This is an optimization exercise on Yosys and OpenROAD, whose aim is small area, not a production implementation.
The RTL was checked by simulation tests, not by an equivalence proof against the original design.
Power figures rest on the tool's default switching activity, not on a simulated workload.

Design sync_fifo, start of the top module:
module sync_fifo #(
	parameter	DEPTH=8,
	parameter	WIDTH=32,
	parameter	AF_LEVEL = 1,
	parameter	AE_LEVEL = 1,
	parameter	DEPTH_LOG=$clog2(DEPTH)
)(
	input					clk,
	input					rstn,
	input					push,
	input					pop,
	input 		[WIDTH-1:0]	din,
	output 		[WIDTH-1:0]	dout,
	output					full,
	output					empty,
	output					a_full,
	output					a_empty
);
	reg [WIDTH-1:0]		mem[DEPTH-1:0];
	integer i;
	always @(posedge clk)
	if (push) begin
		mem[0] <= din;
		for (i=1; i<DEPTH; i=i+1)
			mem[i] <= mem[i-1];
	end
	reg [4:0]	jc;
	wire		up = push & ~pop;
	wire		dn = pop & ~push;
	wire		hold = ~(up | dn);
	wire [4:0]	jc_n;
	wire [4:0]	jl = {jc[3:0], ~jc[4]};	 
	wire [4:0]	jr = {~jc[0], jc[4:1]};	 
	genvar k;
	generate for (k=0; k<5; k=k+1) begin : jn
		fifo_aoi222 u (.a0(up), .b0(jl[k]), .a1(dn), .b1(jr[k]), .a2(hold), .b2(jc[k]), .y(jc_n[k]));
	end endgenerate
	always @(posedge clk, negedge rstn)
	if		(!rstn)
		jc <= 5'b00000;
	else
		jc <= ~jc_n;
	wire [8:0] st;
	assign st[0] = ~jc[0] & ~jc[4];
	assign st[1] =  jc[0] & ~jc[1];
	assign st[2] =  jc[1] & ~jc[2];
	assign st[3] =  jc[2] & ~jc[3];
	assign st[4] =  jc[3] & ~jc[4];
	assign st[5] =  jc[4] &  jc[0];
	assign st[6] = ~jc[0] &  jc[1];
	assign st[7] = ~jc[1] &  jc[2];
	assign st[8] = ~jc[2] &  jc[3];
	genvar b;
	generate for (b=0; b<WIDTH; b=b+1) begin : rdb
		wire g0, g1;
		fifo_aoi222 u0 (.a0(st[1]), .b0(mem[0][b]), .a1(st[2]), .b1(mem[1][b]), .a2(st[3]), .b2(mem[2][b]), .y(g0));
		fifo_aoi222 u1 (.a0(st[4]), .b0(mem[3][b]), .a1(st[5]), .b1(mem[4][b]), .a2(st[6]), .b2(mem[5][b]), .y(g1));
		fifo_rdout  u2 (.g0(g0), .g1(g1), .a0(st[7]), .b0(mem[6][b]), .a1(st[8]), .b1(mem[7][b]), .y(dout[b]));
	end endgenerate
	assign	full    = st[8];
	assign	a_full  = ~jc[1] & jc[3];	 
	assign	empty   = st[0];
	assign	a_empty = ~jc[1] & ~jc[4];	 
endmodule
For scale: roughly 420 cells after synthesis, ~72 I/O pins, about 9000 µm² of cells after synthesis.
Settings: LEC_CHECK=0, CAP_MARGIN=0, CORE_MARGIN=2, CORE_UTILIZATION=75, SLEW_MARGIN=0, SYNTH_HIERARCHICAL=1, SYNTH_MINIMUM_KEEP_SIZE=0; clock period 5.0 ns.
standard.sh (not shown) runs the stock make flow with config.mk's settings and CLKGATE_MAP_FILE= SYNTH_SCRIPT=/design/flow/synth_recipe.tcl, a recipe that flattens the netlist after the stock synthesis.
==> flow/flow/run.sh <==
#!/bin/bash
# Standard ORFS layout with two changes: the port buffers use the smallest buffer
# cell, and the clock tree is built with the clustering and buffers given below,
# without dummy loads.
set -euo pipefail
export BUFFER_PORTS_ARGS="-buffer_cell sky130_fd_sc_hd__buf_1"
export CTS_ARGS="-sink_clustering_enable -repair_clock_nets -buf_list sky130_fd_sc_hd__clkbuf_8 -sink_clustering_size 20 -sink_clustering_max_diameter 70 -dont_use_dummy_load"
bash standard.sh > standard_make.log 2>&1
Change:
--- a/flow/flow/run.sh
+++ b/flow/flow/run.sh
@@ -2,3 +2,4 @@
-# Standard ORFS layout with two changes: the port buffers use the smallest buffer
-# cell, and the clock tree is built with the clustering and buffers given below,
-# without dummy loads.
+# Standard ORFS layout with three changes: the port buffers use the smallest buffer
+# cell; the clock tree is built from clkbuf_8 sink clusters of up to 20 flip-flops,
+# without dummy loads; and after global routing, gates on paths with slack are
+# downsized (ORFS's power recovery step, which also recovers area).
@@ -7,0 +9 @@
+export RECOVER_POWER=100
- CORE_UTILIZATION: 75 -> 65
What happened: This time the run finished with max-capacitance violations, max-slew violations left; synthesized cell count does not change; worst setup slack gets worse by 0.53 ns; combinational power rose by about 0.7%; die area rises by 15%; final cell count grows by about 5%; via count goes down by about 1.3%; design area barely changes; routed wire length came out higher by 3.3%; clock power goes up by about 2%; count of clock-buffer cells in the layout is unchanged.
Change:
==> flow/flow/run.sh (replaced) <==
#!/bin/bash
# Standard ORFS layout with two changes: the port buffers use the smallest buffer
# cell, and the clock tree is built with the clustering and buffers given below,
# without dummy loads.
set -euo pipefail
export BUFFER_PORTS_ARGS="-buffer_cell sky130_fd_sc_hd__buf_1"
export CTS_ARGS="-sink_clustering_enable -repair_clock_nets -buf_list sky130_fd_sc_hd__clkbuf_8 -sink_clustering_size 20 -sink_clustering_max_diameter 70 -root_buf sky130_fd_sc_hd__clkbuf_4 -tree_buf sky130_fd_sc_hd__clkbuf_4 -dont_use_dummy_load"
bash standard.sh > standard_make.log 2>&1
Effect: The new run finished with timing, DRC and antenna clean; synthesized area is unchanged; setup slack improves by 0.34 ns; via count drops by 0.34%; synthesized cell count stays the same; combinational power stays flat.
Change:
--- a/flow/flow/run.sh
+++ b/flow/flow/run.sh
@@ -7 +7 @@
-export CTS_ARGS="-sink_clustering_enable -repair_clock_nets -buf_list sky130_fd_sc_hd__clkbuf_8 -sink_clustering_size 20 -sink_clustering_max_diameter 70 -root_buf sky130_fd_sc_hd__clkbuf_4 -tree_buf sky130_fd_sc_hd__clkbuf_4 -dont_use_dummy_load"
+export CTS_ARGS="-sink_clustering_enable -repair_clock_nets -buf_list sky130_fd_sc_hd__clkbuf_8 -sink_clustering_size 21 -sink_clustering_max_diameter 70 -root_buf sky130_fd_sc_hd__clkbuf_4 -tree_buf sky130_fd_sc_hd__clkbuf_4 -dont_use_dummy_load"
- CORE_UTILIZATION: 65 -> 75
The new run finished with timing, DRC and antenna clean.
Hold slack gains 0.033 ns.
Die area falls by 13%.
Register-to-register slack gets better by 0.05 ns.

Setup of run a:
Starting RTL as in the previous note.
export LEC_CHECK = 0
export CAP_MARGIN = 0
export CORE_MARGIN = 2
export CORE_UTILIZATION = 65
export SLEW_MARGIN = 0
export SYNTH_HIERARCHICAL = 1
export SYNTH_MINIMUM_KEEP_SIZE = 0
create_clock -name core_clock -period 5.0 [get_ports {clk}]
==> flow/flow/run.sh <==
#!/bin/bash
# Standard ORFS layout with two changes: the port buffers use the smallest buffer
# cell, and the clock tree is built with the clustering and buffers given below,
# without dummy loads.
set -euo pipefail
export BUFFER_PORTS_ARGS="-buffer_cell sky130_fd_sc_hd__buf_1"
export CTS_ARGS="-sink_clustering_enable -repair_clock_nets -buf_list sky130_fd_sc_hd__clkbuf_8 -sink_clustering_size 20 -sink_clustering_max_diameter 70 -dont_use_dummy_load"
bash standard.sh > standard_make.log 2>&1
What run b does differently from run a at the input level:
- changing CAP_MARGIN from 0 to 20
- changing SLEW_MARGIN from 0 to 20
==> comparison <==
On clock network fraction of design power, run a tracks run b almost exactly.
Going from run a to run b, fraction of area in registers shrinks by 0.22 points.
Status: total chip power parity (run a, run b)
Comparing run a against run b, there is no change at all in total routing usage reported by global routing.
Run b vs run a: routed wire length up slightly
Diff run a -> run b | final period demand of the worst path | increase of 6.4 ps
Run a vs run b, worst setup path endpoint: dout[13] vs dout[15]

Another version of the RTL of sync_fifo (not shown whole).
Size: ~72 I/O pins, about 0.0091 mm² of cells after synthesis.
==> flow/config.mk <==
export PLATFORM = sky130hd
export DESIGN_NAME = sync_fifo
export DESIGN_NICKNAME = sync_fifo
export VERILOG_FILES = /design/flow/design.v
export SDC_FILE = /design/flow/constraint.sdc
export NUM_CORES = 4
export LEC_CHECK = 0
export CAP_MARGIN = 20
export CORE_MARGIN = 2
export CORE_UTILIZATION = 65
export SLEW_MARGIN = 20
export SYNTH_HIERARCHICAL = 1
export SYNTH_MINIMUM_KEEP_SIZE = 0
==> flow/constraint.sdc <==
create_clock -name core_clock -period 5.0 [get_ports {clk}]
set_input_delay 1.0000 -clock core_clock [delete_from_list [all_inputs] [get_ports {clk}]]
set_output_delay 1.0000 -clock core_clock [all_outputs]
set_load 0.01 [all_outputs]
==> flow/flow/run.sh <==
#!/bin/bash
# Standard ORFS layout with two changes: the port buffers use the smallest buffer
# cell, and the clock tree is built with the clustering and buffers given below,
# without dummy loads.
set -euo pipefail
export BUFFER_PORTS_ARGS="-buffer_cell sky130_fd_sc_hd__buf_1"
export CTS_ARGS="-sink_clustering_enable -repair_clock_nets -buf_list sky130_fd_sc_hd__clkbuf_16 -sink_clustering_size 30 -sink_clustering_max_diameter 90 -dont_use_dummy_load"
bash standard.sh > standard_make.log 2>&1
Edit:
==> flow/flow/run.sh (replaced) <==
#!/bin/bash
# Standard ORFS layout with two changes: the port buffers use the smallest buffer
# cell, and the clock tree is built with the clustering and buffers given below,
# without dummy loads.
set -euo pipefail
export BUFFER_PORTS_ARGS="-buffer_cell sky130_fd_sc_hd__buf_1"
export CTS_ARGS="-sink_clustering_enable -repair_clock_nets -buf_list sky130_fd_sc_hd__clkbuf_16 -sink_clustering_size 30 -sink_clustering_max_diameter 70 -dont_use_dummy_load"
bash standard.sh > standard_make.log 2>&1
Settings changed: CORE_UTILIZATION 65 to 40.
=> Final area came out higher by 2.0%; global-route usage came out lower by 8.3 points; area after synthesis does not change; first-iteration DRC count came out lower by 8.9%.
Edit:
==> flow/flow/run.sh (replaced) <==
#!/bin/bash
# Standard ORFS layout with two changes: the port buffers use the smallest buffer
# cell, and the clock tree is built with the clustering and buffers given below,
# without dummy loads.
set -euo pipefail
export BUFFER_PORTS_ARGS="-buffer_cell sky130_fd_sc_hd__buf_1"
export CTS_ARGS="-sink_clustering_enable -repair_clock_nets -buf_list sky130_fd_sc_hd__clkbuf_8 -sink_clustering_size 20 -sink_clustering_max_diameter 70 -dont_use_dummy_load"
bash standard.sh > standard_make.log 2>&1
Settings changed: CORE_UTILIZATION 40 to 65.
Outcome: Worst setup slack degrades by 0.16 ns. Routed wire length went down by 5.3%. Clock power fell by about 20%. Core utilization came out higher by 26 points. Hold slack got worse by 0.052 ns.
Edit:
==> flow/flow/run.sh (replaced) <==
#!/bin/bash
# Standard ORFS layout with two changes: the port buffers use the smallest buffer
# cell, and the clock tree uses larger sink clusters of clkbuf_4 without dummy loads.
set -euo pipefail
export BUFFER_PORTS_ARGS="-buffer_cell sky130_fd_sc_hd__buf_1"
export CTS_ARGS="-sink_clustering_enable -repair_clock_nets -buf_list sky130_fd_sc_hd__clkbuf_8 -sink_clustering_size 16 -sink_clustering_max_diameter 40 -dont_use_dummy_load"
bash standard.sh > standard_make.log 2>&1
Settings changed: CORE_UTILIZATION 65 to 40.
=> Total power is higher by roughly a tenth. Combinational power barely changes. Routed wire length grows by a little under a tenth. Sequential share of layout area came out lower by 3.0 points. Die area climbs by well over a third. Fmax grows by a few percent.

-- re-timing with driven ports --
How much do the figures lean on ideal ports? The routed layouts below were timed once more, with nothing changed but the port constraints.
Step 1 assumes that a clkbuf_16 drives the clock port and a buf_2 every other input.
Step 2 moves the port delays by t, midway between the first and last clock arrival at a register: inputs arrive t later, outputs are due t later. That takes back most of the time a late clock gives input paths.
Slacks: ideal / step 1 / step 2; pairs: ideal / step 1.
run | t, ns | setup slack, ns | worst data-port slew with drivers (ns)
the first run of note 1 | 0.504 | 1.467 / 1.434 / 1.938 | 0.04
the second run of note 1 | 0.502 | 0.939 / 0.901 / 0.523 | 0.05
the third run of note 1 | 0.590 | 1.279 / 1.241 / 1.830 | 0.05
the fourth run of note 1 | 0.607 | 1.416 / 1.383 / 1.990 | 0.04
run a | 0.504 | 1.370 / 1.331 / 1.835 | 0.05
run b | 0.503 | 1.363 / 1.325 / 1.828 | 0.05
the first run of note 3 | 0.503 | 1.314 / 1.269 / 1.772 | 0.04
the second run of note 3 | 0.514 | 1.369 / 1.325 / 1.839 | 0.04
the third run of note 3 | 0.535 | 1.206 / 1.169 / 1.705 | 0.04
the fourth run of note 3 | 0.538 | 1.396 / 1.355 / 1.893 | 0.04
The setup slack of the second run of note 1, which loses most, moves by -0.038 ns with the drivers and by -0.416 ns with both steps.
